Source: an optimization exercise on an open RTL-to-GDS flow (aim: small area and a short achievable clock period). Production flows keep margins and buffers that such runs may drop. Function was checked by simulation only, so behaviour that the tests miss may differ from the original. Power is estimated from default activity; no workload was simulated.

==> flow/design.v <==
`timescale 1ns / 1ps
module Microprocessor(ins, A, B, current_address, ans_ex, mux_ans_dm, ans_wb, data_out, data_in, interrupt, clk, reset,
                      pm_data, dm_en, dm_we, dm_wdata, dm_rdata);
input [7:0] data_in;
input clk;
input interrupt;
input reset;
input [19:0] pm_data;
input [7:0] dm_rdata;
output [7:0] data_out;
output [19:0] ins;
output [7:0] A;
output [7:0] B;
output [7:0] current_address;
output [7:0] ans_ex;
output [7:0] mux_ans_dm;
output [7:0] ans_wb;
output dm_en;
output dm_we;
output [7:0] dm_wdata;
wire[19:0] ins_pm;
wire[4:0] RW_dec, RW_dm, RW_ex, op_dec;
wire[7:0] jmp_loc, B_Bypass, Imm;
wire pc_mux_sel, stall, stall_pm, mem_en_ex, mem_rw_ex, mem_mux_sel_ex, imm_sel, mem_en_dec, mem_rw_dec, mem_mux_sel_dec;
wire[1:0] mux_sel_A, mux_sel_B;
wire[3:0] flag_ex;
assign dm_en = mem_en_ex;
assign dm_we = mem_rw_ex;
assign dm_wdata = B_Bypass;
DM inst0(mux_ans_dm, RW_dm, ans_ex, B_Bypass, RW_ex, mem_en_ex, mem_rw_ex, mem_mux_sel_ex, clk, reset, dm_rdata);
DependencyCheckBlock inst1(mux_sel_A, mux_sel_B, imm_sel, Imm, mem_en_dec, mem_rw_dec, mem_mux_sel_dec, RW_dec, op_dec, ins, clk, reset);
ExecutionBlock inst2(flag_ex, ans_ex, data_out, B_Bypass, mem_en_ex, mem_rw_ex, mem_mux_sel_ex, RW_ex, A, B, data_in, op_dec, clk, mem_en_dec, mem_rw_dec, mem_mux_sel_dec, RW_dec, reset);
JumpControlBlock inst3(pc_mux_sel, jmp_loc, ins, clk, interrupt, current_address, flag_ex, reset);
PCandIM inst4(ins, ins_pm, current_address, jmp_loc, pc_mux_sel, stall, stall_pm, reset, clk, pm_data);
RB inst5(A, B, ins, RW_dm, ans_ex, mux_ans_dm, ans_wb, Imm, mux_sel_A, mux_sel_B, imm_sel, clk, reset);
StallControlBlock inst6(stall, stall_pm, ins_pm, clk, reset);
WriteBackBlock inst7(ans_wb, mux_ans_dm, clk, reset);
endmodule
`timescale 1ns / 1ps
module PCandIM(ins, ins_pm, current_address, jmp_loc, pc_mux_sel, stall, stall_pm, reset, clk, pm_data);
input[7:0] jmp_loc;
input pc_mux_sel, stall, stall_pm, reset, clk;
input[19:0] pm_data;				 
output[19:0] ins, ins_pm;
output[7:0] current_address;
wire[7:0] current_address_temp, new_current_address, increment_address, address_hold_reg, next_address_reg;
reg[7:0] next_address, address_hold;
wire[19:0] ins_reg, ins_pm_temp;
reg[19:0] ins_temp;
reg reset_FF;
assign current_address_temp = stall ? address_hold : next_address;							 
assign new_current_address = (pc_mux_sel==1'b1) ? jmp_loc : current_address_temp;		 
assign current_address = reset_FF ? new_current_address : 8'b0;									 
assign increment_address = current_address + 8'b00000001;
assign ins_reg = reset ? ins : 20'b0;
assign address_hold_reg = reset ? current_address : 8'b0;
assign next_address_reg = reset ? increment_address : 8'b0;
always@(posedge clk)
begin
		address_hold <= address_hold_reg;
		next_address <= next_address_reg;
		ins_temp <= ins_reg;
		reset_FF <= reset;
end
assign ins_pm_temp = pm_data;
assign ins = stall_pm ? ins_temp : ins_pm_temp;
assign ins_pm = reset_FF ? ins : 20'b0;
endmodule
`timescale 1ns / 1ps
module DependencyCheckBlock(mux_sel_A, mux_sel_B, imm_sel, Imm, mem_en_dec, mem_rw_dec, mem_mux_sel_dec, RW_dec, op_dec, ins, clk, reset);
input[19:0] ins;
input clk, reset;
output[1:0] mux_sel_A, mux_sel_B;
output reg imm_sel, mem_en_dec, mem_rw_dec;
output mem_mux_sel_dec;
output reg[7:0] Imm;
output reg[4:0] op_dec;
output[4:0] RW_dec;
wire Jump, Con_Jump, Load, Clear_adr, inter_imm, Ld_St, Ld_reg_input, mem_rw_dec_reg_input;
wire[14:0] register_adr;
wire sel_a_input1, sel_a_input2, sel_a_input3, sel_b_input1, sel_b_input2, sel_b_input3;
wire aEqualw2, aEqualw3, aEqualw4, bEqualw2, bEqualw3, bEqualw4;
wire[4:0] reset5bit;
reg[4:0] Ra, Rb, Rw1, Rw2, Rw3, Rw4;
reg [0:0] Load_reg;
assign reset5bit = {reset, reset, reset, reset, reset};
assign Jump = ins[19:15] == 5'b11000 ? 1'b1 : 1'b0;                           
assign Con_Jump = ins[19:17] == 3'b111 ? 1'b1 : 1'b0;                         
assign Load = (ins[19:15] == 5'b10100)&&(~Load_reg) ? 1'b1 : 1'b0;            
assign Clear_adr = ~(Jump | Con_Jump | Load_reg);                             
assign register_adr = Clear_adr ? ins[14:0] : 15'b0;                          
assign inter_imm = (~ins[19]) & ins[18];                                      
assign Ld_St = ins[19:16] == 4'b1010 ? 1'b1 : 1'b0;                           
assign Ld_reg_input = Ld_St & (~mem_en_dec);                                  
assign mem_rw_dec_reg_input = ins[0] & (~mem_rw_dec);                         
assign mem_mux_sel_dec = (~mem_rw_dec) & mem_en_dec;                          
always@(posedge clk)
begin
		Load_reg <= Load & reset;          						 
		imm_sel <= inter_imm & reset;            				 
		Imm[4:0] <= ins[4:0] & reset5bit;						 
		Imm[7:5] <= 3'b000;
		mem_en_dec <= Ld_reg_input & reset;						 
		mem_rw_dec <= mem_rw_dec_reg_input & reset;			 
		op_dec <= ins[19:15] & reset5bit;                   
		Rw1 <= register_adr[14:10] & reset5bit;             
		Rw2 <= Rw1 & reset5bit;                             
		Rw3 <= Rw2 & reset5bit;                             
		Rw4 <= Rw3 & reset5bit;                             
		Rb <= register_adr[4:0] & reset5bit;                
		Ra <= register_adr[9:5] & reset5bit;                
end
assign RW_dec = Rw1;                          
assign aEqualw2 = Ra == Rw2 ? 1'b1 : 1'b0;
assign aEqualw3 = Ra == Rw3 ? 1'b1 : 1'b0;
assign aEqualw4 = Ra == Rw4 ? 1'b1 : 1'b0;
assign bEqualw2 = Rb == Rw2 ? 1'b1 : 1'b0;
assign bEqualw3 = Rb == Rw3 ? 1'b1 : 1'b0;
assign bEqualw4 = Rb == Rw4 ? 1'b1 : 1'b0;
assign sel_a_input1 = aEqualw2;
assign sel_a_input2 = (~aEqualw2) & (aEqualw3); 
assign sel_a_input3 = (~aEqualw2) & (~aEqualw3) & (aEqualw4);
assign sel_b_input1 = bEqualw2;
assign sel_b_input2 = (~bEqualw2) & (bEqualw3); 
assign sel_b_input3 = (~bEqualw2) & (~bEqualw3) & (bEqualw4);
assign mux_sel_A[0] = sel_a_input3 | ((~sel_a_input2) & sel_a_input1);
assign mux_sel_A[1] = sel_a_input3 | sel_a_input2;
assign mux_sel_B[0] = sel_b_input3 | ((~sel_b_input2) & sel_b_input1);
assign mux_sel_B[1] = sel_b_input3 | sel_b_input2;
endmodule
`timescale 1ns / 1ps
module ExecutionBlock(flag_ex, ans_ex, data_out, B_Bypass, mem_en_ex, mem_rw_ex, mem_mux_sel_ex, RW_ex, A, B, data_in, op_dec, clk, mem_en_dec, mem_rw_dec, mem_mux_sel_dec, RW_dec, reset);
input[7:0] A, B, data_in;
input[4:0] op_dec, RW_dec;
input clk, mem_en_dec, mem_rw_dec, mem_mux_sel_dec, reset;
output reg[7:0] ans_ex, data_out, B_Bypass;
output reg[4:0] RW_ex;
output [3:0] flag_ex;
output reg mem_en_ex, mem_rw_ex, mem_mux_sel_ex;
wire[7:0] ans_ex_reg, B_Bypass_reg, data_out_reg; 
wire[4:0] RW_ex_reg;
wire mem_en_ex_reg, mem_rw_ex_reg, mem_mux_sel_ex_reg;
wire[7:0] ans_temp;
wire[7:0] data_out_buff;
reg[3:0] flag_ex_clk;
wire[7:0] temp1, temp2, temp3, temp4, temp5, temp6, temp7, temp8, temp9, temp10, temp11, temp12, temp13, temp14, temp15, temp16, temp17, temp18, temp19, temp20, temp21, temp22, temp23, temp24, temp25, temp26, temp27, temp28;
wire[3:0] f_temp1, f_temp2, f_temp3, f_temp4;
wire P, Z, C, V;
wire[7:0] A_temp;
wire[2:0] shiftAmt;
assign A_temp = A;
assign shiftAmt = B[2:0];
wire[7:0] retain1, retain2, retain3, retain4, retain5, retain6, retain7, retain8;
assign retain1 = {A[7], 7'b0000000};
assign retain2 = {A[7], A[7], 6'b000000};
assign retain3 = {A[7], A[7], A[7], 5'b00000};
assign retain4 = {A[7], A[7], A[7], A[7], 4'b0000};
assign retain5 = {A[7], A[7], A[7], A[7], A[7], 3'b000};
assign retain6 = {A[7], A[7], A[7], A[7], A[7], A[7], 2'b00};
assign retain7 = {A[7], A[7], A[7], A[7], A[7], A[7], A[7], 1'b0};
assign retain8 = {A[7], A[7], A[7], A[7], A[7], A[7], A[7], A[7]};
wire[7:0] Sum_temp1, Sum_temp2, B_SUB;
wire temp_carry, temp_carry1, C_temp1, C_temp2, V_temp1, V_temp2;
assign B_SUB = ~B + 8'b00000001;
assign {temp_carry , Sum_temp1[6:0] } = A[6:0] + B[6:0];
assign { C_temp1 ,Sum_temp1[7] } = A[7] + B[7] + temp_carry;
assign V_temp1 = temp_carry ^ C_temp1;
assign {temp_carry1 , Sum_temp2[6:0] } = A[6:0] + B_SUB[6:0];
assign { C_temp2 ,Sum_temp2[7] } = A[7] + B_SUB[7] + temp_carry1;
assign V_temp2 = temp_carry1 ^ C_temp2;
assign temp1 = (op_dec == 5'b00000) ? Sum_temp1 : 8'b00000000;
assign temp2 = (op_dec == 5'b00001) ? Sum_temp2 : 8'b00000000;
assign temp3 = (op_dec == 5'b00010) ? B : 8'b00000000;
assign temp4 = (op_dec == 5'b00100) ? (A & B) : 8'b00000000;
assign temp5 = (op_dec == 5'b00101) ? (A | B) : 8'b00000000;
assign temp6 = (op_dec == 5'b00110) ? (A ^ B) : 8'b00000000;
assign temp7 = (op_dec == 5'b00111) ? (~B) : 8'b00000000;
assign temp8 = (op_dec == 5'b01000) ? Sum_temp1 : 8'b00000000;
assign temp9 = (op_dec == 5'b01001) ? Sum_temp2 : 8'b00000000;
assign temp10 = (op_dec == 5'b01010) ? B : 8'b00000000;
assign temp11 = (op_dec == 5'b01100) ? (A & B) : 8'b00000000;
assign temp12 = (op_dec == 5'b01101) ? (A | B) : 8'b00000000;
assign temp13 = (op_dec == 5'b01110) ? (A ^ B) : 8'b00000000;
assign temp14 = (op_dec == 5'b01111) ? (~B) : 8'b00000000;
assign temp15 = (op_dec == 5'b10000) ? (ans_ex) : 8'b00000000;
assign temp16 = (op_dec == 5'b10001) ? (ans_ex) : 8'b00000000;
assign temp17 = (op_dec == 5'b10100) ? A : 8'b00000000;
assign temp18 = (op_dec == 5'b10101) ? A : 8'b00000000;
assign temp19 = (op_dec == 5'b10110) ? data_in : 8'b00000000;
assign temp20 = (op_dec == 5'b10111) ? (ans_ex) : 8'b00000000;
assign temp21 = (op_dec == 5'b11000) ? (ans_ex) : 8'b00000000;
assign temp22 = (op_dec == 5'b11001) ? (A_temp << shiftAmt) : 8'b00000000;
assign temp23 = (op_dec == 5'b11010) ? (A_temp >> shiftAmt) : 8'b00000000;
assign temp24 = (op_dec == 5'b11011) ? (shiftAmt == 3'b000 ? A_temp : (shiftAmt == 3'b001 ? ((A_temp >> 3'b001) | retain1) : (shiftAmt == 3'b010 ? ((A_temp >> 3'b010) | retain2) : (shiftAmt == 3'b011 ? ((A_temp >> 3'b011) | retain3) : (shiftAmt == 3'b100 ? ((A_temp >> 3'b100) | retain4) : (shiftAmt == 3'b101 ? ((A_temp >> 3'b101) | retain5) : (shiftAmt == 3'b110 ? ((A_temp >> 3'b110) | retain6) : (shiftAmt == 3'b111 ? ((A_temp >> 3'b111) | retain7) : retain8)))))))) : 8'b00000000;
assign temp25 = (op_dec == 5'b11100) ? (ans_ex) : 8'b00000000;
assign temp26 = (op_dec == 5'b11101) ? (ans_ex) : 8'b00000000;
assign temp27 = (op_dec == 5'b11110) ? (ans_ex) : 8'b00000000;
assign temp28 = (op_dec == 5'b11111) ? (ans_ex) : 8'b00000000;
assign ans_temp = (temp1 | temp2 | temp3 | temp4 | temp5 | temp6 | temp7 | temp8 | temp9 | temp10 | temp11 | temp12 | temp13 | temp14 | temp15 | temp16 | temp17 | temp18 | temp19 | temp20 | temp21 | temp22 | temp23 | temp24 | temp25 | temp26 | temp27 | temp28);
assign P = (ans_temp[7] ^ ans_temp[6] ^ ans_temp[5] ^ ans_temp[4] ^ ans_temp[3] ^ ans_temp[2] ^ ans_temp[1] ^ ans_temp[0]); 
assign Z = ~(ans_temp[7] | ans_temp[6] | ans_temp[5] | ans_temp[4] | ans_temp[3] | ans_temp[2] | ans_temp[1] | ans_temp[0]);
assign C = (op_dec == 5'b00000 || op_dec == 5'b01000) ? C_temp1 : ((op_dec == 5'b01001 || op_dec == 5'b00001) ? C_temp2 : 1'b0);
assign V = (op_dec == 5'b00000 || op_dec == 5'b01000) ? V_temp1 : ((op_dec == 5'b01001 || op_dec == 5'b00001) ? V_temp2 : 1'b0);
assign f_temp1 = (op_dec == 5'b00000 || op_dec == 5'b00001 || op_dec == 5'b01000 || op_dec == 5'b01001) ? ({P, V, Z, C}) : 4'b0000;
assign f_temp2 = (op_dec == 5'b00010 || op_dec == 5'b00100 || op_dec == 5'b00101 || op_dec == 5'b00110 || op_dec == 5'b00111 || op_dec == 5'b01010 || op_dec == 5'b01100 || op_dec == 5'b01101 || op_dec == 5'b01110 || op_dec == 5'b01111 || op_dec == 5'b10110 || op_dec == 5'b11001 || op_dec == 5'b11010 || op_dec == 5'b11011) ? ({P, 1'b0, Z, 1'b0}) : 4'b0000;
assign f_temp3 = 4'b0000;
assign f_temp4 = (op_dec == 5'b10100 || op_dec == 5'b10101 || op_dec == 5'b10111 || op_dec == 5'b11000 || op_dec == 5'b11100 || op_dec == 5'b11101 || op_dec == 5'b11110 || op_dec == 5'b11111) ? flag_ex_clk : 4'b0000;
assign flag_ex = f_temp1 | f_temp2 | f_temp3 | f_temp4;
assign ans_ex_reg = reset ? ans_temp : 8'b0;
assign data_out_reg = reset ? data_out_buff : 8'b0;
assign B_Bypass_reg = reset ? B : 8'b0;
assign mem_en_ex_reg = reset ? mem_en_dec : 1'b0;
assign mem_rw_ex_reg = reset ? mem_rw_dec : 1'b0;
assign RW_ex_reg = reset ? RW_dec : 5'b0;
assign mem_mux_sel_ex_reg = reset ? mem_mux_sel_dec : 1'b0;
assign data_out_buff = (op_dec==5'b10111) ? A : data_out;
always@(posedge clk)
begin 
	ans_ex <= ans_ex_reg;
	data_out <= data_out_reg;
	B_Bypass <= B_Bypass_reg;
	mem_en_ex <= mem_en_ex_reg;
	mem_rw_ex <= mem_rw_ex_reg;
	RW_ex <= RW_ex_reg;
	mem_mux_sel_ex <= mem_mux_sel_ex_reg;
	flag_ex_clk <= flag_ex;
end
endmodule
`timescale 1ns / 1ps
module JumpControlBlock(pc_mux_sel, jmp_loc, ins, clk, interrupt, current_address, flag_ex, reset);
input[19:0] ins;
input clk, interrupt, reset;
input[7:0] current_address;
input[3:0] flag_ex;
output pc_mux_sel;
output[7:0] jmp_loc;
wire JC, JNC, JZ, JNZ, JMP, RET, interrupt_reg_temp;
wire[7:0] jump_adr, jump_adr_mux, current_adr_mux, current_adr_reg_temp;
wire[1:0] final_flag, flag_in_reg, flag_reg_temp;
reg interrupt_reg;
reg[1:0] flag_reg;
reg[7:0] current_adr_reg;
assign JC = ins[19:15] == 5'b11100 ? 1'b1 : 1'b0;          
assign JNC = ins[19:15] == 5'b11101 ? 1'b1 : 1'b0;         
assign JZ = ins[19:15] == 5'b11110 ? 1'b1 : 1'b0;          
assign JNZ = ins[19:15] == 5'b11111 ? 1'b1 : 1'b0;         
assign JMP = ins[19:15] == 5'b11000 ? 1'b1 : 1'b0;         
assign RET = ins[19:15] == 5'b10000 ? 1'b1 : 1'b0;         
assign jump_adr = ins[7:0];                         		  
assign jump_adr_mux = interrupt_reg ? 8'hf0 : jump_adr;                		 
assign current_adr_mux = interrupt ? current_address : current_adr_reg;     
assign flag_in_reg = interrupt ? flag_ex[1:0] : flag_reg;                   
assign final_flag = RET ? flag_reg : flag_ex[1:0];                          
assign jmp_loc = RET ? current_adr_reg : jump_adr_mux;
assign pc_mux_sel = (JC & final_flag[0]) | (JNC & (~final_flag[0])) | (JZ & final_flag[1]) | (JNZ & (~final_flag[1])) | JMP | interrupt_reg | RET;
assign interrupt_reg_temp = reset ? interrupt : 1'b0;
assign current_adr_reg_temp = reset ? current_adr_mux : 8'b0;
assign flag_reg_temp = reset ? flag_in_reg : 4'b0;
always@(posedge clk)
begin
		interrupt_reg <= interrupt_reg_temp;
		current_adr_reg <= current_adr_reg_temp;
		flag_reg <= flag_reg_temp;
end
endmodule
`timescale 1ns / 1ps
module RB(A, B, ins, RW_dm, ans_ex, mux_ans_dm, ans_wb, imm, mux_sel_A, mux_sel_B, imm_sel, clk, reset);
input imm_sel, clk, reset;
input[19:0] ins;
input[4:0] RW_dm;
input[7:0] ans_ex, mux_ans_dm, ans_wb, imm;
input[1:0] mux_sel_A, mux_sel_B;
output[7:0] A, B;
wire[7:0] temp_B;
reg[7:0] Register_Bank[0:31];
reg[7:0] reg_A, reg_B;
wire[7:0] regA_temp, regB_temp;
assign regA_temp = reset ? Register_Bank[ins[9:5]] : 8'b0;
assign regB_temp = reset ? Register_Bank[ins[4:0]] : 8'b0;
integer k;
always@(posedge clk)
begin
	if (!reset)
	begin
		for (k = 0; k < 32; k = k + 1)
			Register_Bank[k] <= ((k / 10) << 4) | (k % 10);
	end
	else
		Register_Bank[RW_dm] <= mux_ans_dm;
	reg_A <= regA_temp;
	reg_B <= regB_temp;
end
assign A = mux_sel_A == 2'b00 ? reg_A : (mux_sel_A == 2'b01 ? ans_ex : (mux_sel_A == 2'b10 ? mux_ans_dm : (mux_sel_A == 2'b11 ? ans_wb : 8'b0)));
assign temp_B = mux_sel_B == 2'b00 ? reg_B : (mux_sel_B == 2'b01 ? ans_ex : (mux_sel_B == 2'b10 ? mux_ans_dm : (mux_sel_B == 2'b11 ? ans_wb : 8'b0)));
assign B = imm_sel ? imm : temp_B;
endmodule
`timescale 1ns / 1ps
module DM(mux_ans_dm, RW_dm, ans_ex, B_Bypass, RW_ex, mem_en_ex, mem_rw_ex, mem_mux_sel_ex, clk, reset, dm_rdata);
input[7:0] ans_ex, B_Bypass;
input[4:0] RW_ex;
input mem_en_ex, mem_rw_ex, mem_mux_sel_ex, clk, reset;
input[7:0] dm_rdata;				 
output [7:0] mux_ans_dm;
output reg[4:0] RW_dm;
wire[7:0] ans_dm;
reg[7:0] ans_reg;
reg mem_mux_sel_dm;
wire[7:0] ans_ex_temp;
wire[4:0] RW_ex_temp;
wire mem_mux_sel_ex_temp;
assign ans_ex_temp = reset ? ans_ex : 8'b0;
assign mem_mux_sel_ex_temp = reset ? mem_mux_sel_ex : 1'b0;
assign RW_ex_temp = reset ? RW_ex : 5'b0;
always@(posedge clk)
begin
	ans_reg <= ans_ex_temp;
	mem_mux_sel_dm <= mem_mux_sel_ex_temp;
	RW_dm <= RW_ex_temp;
end
assign ans_dm = dm_rdata;
assign mux_ans_dm = mem_mux_sel_dm ? ans_dm : ans_reg;
endmodule
`timescale 1ns / 1ps
module StallControlBlock(stall, stall_pm, ins_pm, clk, reset);
input[19:0] ins_pm;
input clk, reset;
output stall;
output reg stall_pm;
wire Jump, Load, HLT;
wire Q_LD_temp, Q_JMP1_temp, Q_JMP2_temp, stall_pm_temp;
reg Q_LD, Q_JMP1, Q_JMP2;
assign Load = (ins_pm[19: 15] == 5'b10100) & (~Q_LD) ? 1 : 0;		 
assign HLT = (ins_pm[19: 15] == 5'b10001) ? 1'b1 : 1'b0;				 
assign Jump = (ins_pm[19:17] == 3'b111) & (~Q_JMP2) ? 1 : 0;		 
assign Q_LD_temp = reset ? Load : 1'b0;
assign Q_JMP1_temp = reset ? Jump : 1'b0;
assign Q_JMP2_temp = reset ? Q_JMP1 : 1'b0;
assign stall_pm_temp = reset ? stall : 1'b0;
always@(posedge clk)
begin
	stall_pm <= stall_pm_temp;
	Q_LD <= Q_LD_temp;
	Q_JMP1 <= Q_JMP1_temp;
	Q_JMP2 <= Q_JMP2_temp;
end
assign stall = Load | HLT | Jump;
endmodule
`timescale 1ns / 1ps
module WriteBackBlock(ans_wb, mux_ans_dm, clk, reset);
input[7:0] mux_ans_dm;
input clk, reset;
output reg[7:0] ans_wb;
wire[7:0] ans_wb_reg;
assign ans_wb_reg = reset ? mux_ans_dm : 8'b0;
always@(posedge clk)
begin
	ans_wb <= ans_wb_reg;
end
endmodule
==> flow/run.sh <==
#!/bin/bash
# synth_recipe.tcl (not shown) runs the flow's synth.tcl, then flattens the netlist and writes it again
# the make line also repeats each setting of config.mk as NAME=value (left out here)
make -C /OpenROAD-flow-scripts/flow DESIGN_CONFIG=/design/flow/config.mk WORK_HOME=/design/flow/orfs CLKGATE_MAP_FILE= SYNTH_SCRIPT=/design/flow/synth_recipe.tcl finish
==> flow/config.mk <==
export PLATFORM = sky130hd
export DESIGN_NAME = Microprocessor
export DESIGN_NICKNAME = Microprocessor
export VERILOG_FILES = /design/flow/design.v
export SDC_FILE = /design/flow/constraint.sdc
export NUM_CORES = 4
export LEC_CHECK = 0
export CAP_MARGIN = 20
export CORE_MARGIN = 2
export CORE_UTILIZATION = 40
export SLEW_MARGIN = 20
==> flow/constraint.sdc <==
create_clock -name core_clock -period 11.0 [get_ports {clk}]
set_input_delay 2.2000 -clock core_clock [delete_from_list [all_inputs] [get_ports {clk}]]
set_output_delay 2.2000 -clock core_clock [all_outputs]
set_load 0.01 [all_outputs]
==> notes.md <==
path summary, 6_finish.rpt:
kind | from | end | slack, ns | cells past startpoint
worst max-delay path | dm_rdata[0] | current_address[0] | 0.24 | 30
worst min-delay path | inst1.mem_en_dec | inst1.mem_en_dec | 0.41 | 1
worst max register to register | inst1.Rb[4] | inst4.next_address[4] | 3.17 | 34
worst min register to register | inst1.mem_en_dec | inst1.mem_en_dec | 0.41 | 1
kinds of logic after synthesis:
kind of cell	Yosys count	synth area share, %
compound gates	421	13.26
xor+xnor	50	1.876
fa+ha+maj	34	1.951
buf+inv	266	4.347
flops	424	47.34
mux	68	3.093
simple gates	1509	28.14
metrics by stage:
stage / total power [W] / TNS, ns / hold slack (ns)
2_1_floorplan: 0.002629 / 0 / 0.3847
3_3_place_gp: 0.003304 / -3.078 / 0.3979
3_5_place_dp: 0.003308 / -2.820 / 0.3975
4_1_cts: 0.004896 / 0 / 0.4064
5_1_grt: 0.005100 / -0.08225 / 0.4401
6_report: 0.004926 / 0 / 0.4080
area by class of cell:
type,count,share of cell area (%)
clock inverter,19,0.6827
timing repair buffer,253,7.960
sequential,424,40.20
inverter,78,1.092
clock buffer,67,4.920
multi-input combinational,2082,41.66
tap,765,3.482
placed cells by master (no fill, tap or decap), types with 33 or more instances in the layout:
cell type        count
clkbuf_16           48
o21ai_0             53
a31oi_1             49
nand3_1            139
and2_1              62
dfxtp_1            167
buf_4              129
a311oi_1            99
mux2i_1             42
a21oi_1             60
and3_1              90
edfxtp_1           256
nor2_1             347
inv_1               68
xnor2_1             33
clkdlybuf4s50_1    115
nand2_1            747
what timing repair did:
item,4_1_cts,5_1_grt
setup endpoints to repair,8,8
setup buffers,0,2
gates resized for setup,16,19
pin swaps,4,9
routing by layer:
layer / vias up / global-route usage, % / wire length, µm
li1: 9976 / - / -
met1: 10670 / 39.41 / 36810
met2: 1368 / 48.21 / 42010
met3: 268 / 4.977 / 9149
met4: 4 / 13.48 / 4370
met5: - / 0 / 26
worst max-delay path: cells and delay by family:
| kind | cells | cell delay (ns) |
|---|---|---|
| buffers and inverters | 5 | 0.96 |
| AO/OA/AOI/OAI | 8 | 1.60 |
| adder cells (fa/ha/maj) | 3 | 0.98 |
| multiplexers | 2 | 0.50 |
| AND/OR/NAND/NOR | 12 | 2.31 |
where the power goes:
group	switching, W	internal [W]	leakage, nW
sequential	0.0000791	0.00176	3.78
clock	0.000685	0.000908	0.750
combinational	0.000929	0.000563	5.85
==> results.cfg <==
[sta]
finalMaxSlewViolations = 0
setup_ws_ns = 0.2370
period_share_pct = 97.85
clock-skew-final_ns = 0.02366
max_slew.worst_pin.slew_ns = 1.089
hold_violations = 0
rsz0062_at_grt = true
finalSetupViolations = 0
max_clock_freq_mhz = 92.91
finalCriticalPeriod_ns = 10.76
max_slew_margin_pct = 26.45

[drt]
drtPass1Iterations = 6
drc = 0
postRouteAntennaNets = 0
drt_wl_total_um = 92370
vias_per_cell = 6.041
drtIter0Drc = 2432
route.vias.total = 22280
routedWlPerCell_um = 25.05

[global_routing]
grt_overflow = 0
grt_pass1_vias = 21380
antenna_found_initial = 2
grt_pass1_wl_um = 136300
grt_usage_pct = 29.92
grt_max_degree = 76

[cts]
cts_tree = yes
cts_made_buffers = 48
clk_path_buf_depth = 3
cts-hold-fix-buffers = 0
cts.reportedPaths.clkPinSlew_ns = 0.06
cts_sinks = 424
cts_root_buf = clkbuf_16
cts_htree_levels = 2
insertion_delay_ns = 0.60

[floorplanning]
fp-row-count = 88
die_height_um = 245.6
core_area_um2 = 57700
dieArea_um2 = 60300
start_util_pct = 40.46
top_level_ports = 125
fp.dieW_um = 245.6

[finish]
design_area_um2 = 27490
fin_nets = 2960
final_core_util_pct = 47.65
largest_reg_flops = 256
areaGrowthSynthToFinish_pct = 17.78
top_regs = inst5.Register_Bank: 256 flops, inst4.ins_temp: 20 flops
multi_input_area_um2 = 11450
seq_area_um2 = 11050
final_cells = 3688
drive_gt1_share_pct = 9.511
top_register = inst5.Register_Bank
n_fill_cell = 5599
antenna_cells = 0

[synthesis]
netlist-cell-type-count = 88
synth.area.top_cells = edfxtp_1 (33%), dfxtp_1 (14%), nand2_1 (12%), nor2_1 (5.6%), a311oi_1 (3.7%)
synth.top_cell.area_share_pct = 32.93
yosys_register_bits = 424
yosysTopAreaCell = edfxtp_1
yosysMostFrequentCell = nand2_1
syn_area_um2 = 23340
yosys_most_used_dff = edfxtp_1
synth.yosys.seq_area_share_pct = 47.34
syn_inst = 2772
yosys_warnings = 8
synth_common_cells = nand2_1 (749), nor2_1 (348), edfxtp_1 (256), dfxtp_1 (168), clkbuf_1 (153)
postSynth.asyncResetShare_pct = 0
syn_avg_cell_area_um2 = 8.421
synth.net_count = 2845
synth-edff-count = 256

[critical_path]
arrival_ns = 8.56
start_kind = input port
cp_common_cell = nor2_1
cpPeakStageDelay_ns = 0.57
cp_max_fo = 5
crit_type = input port to output pin
cp-end-kind = output pin
worst_path_max_delay_cell = or4_4
crit_required_ns = 8.80

[place]
hpwl_um = 62840
dp_cells = 3600
pre_cts_ws_ns = -0.4225
place_congestion = 0.9564
io_buffers = 124
postPlaceCellArea_um2 = 25880

[outcome]
status = timing/DRC/antenna clean

[power_and_ir_drop]
pwr_density_cell_nw_per_um2 = 179.2
leakage_nw = 10.38
vdd_drop_max_uv = 124.3

[run]
maxCapViolations = 0

[min_path]
hp-class = register to register

re-timing with driven ports:
In the flow no input, the clock included, has a driving cell. The finished layout below was timed again as built, in two steps.
Step 1, drivers: a clkbuf_16 drives clk and a buf_2 each remaining input, both assumed.
Step 2 times the ports against the registers' clock, not the clock port: input delays grow and output delays shrink by t, the midpoint of the rising clock arrivals with the driver on.
Slacks: ideal ports / drivers / drivers and shift; pairs: ideal ports / drivers.
shift t [ns]: 0.645
slack for setup (ns): 0.237 / 0.210 / 0.210
worst setup path at the end: input to output
latest minus earliest clock arrival (ns): 0.025 / 0.025
After both steps setup and hold are still met in this run. For this run, drivers alone change the setup slack by -0.027 ns; drivers and shift together by -0.027 ns.
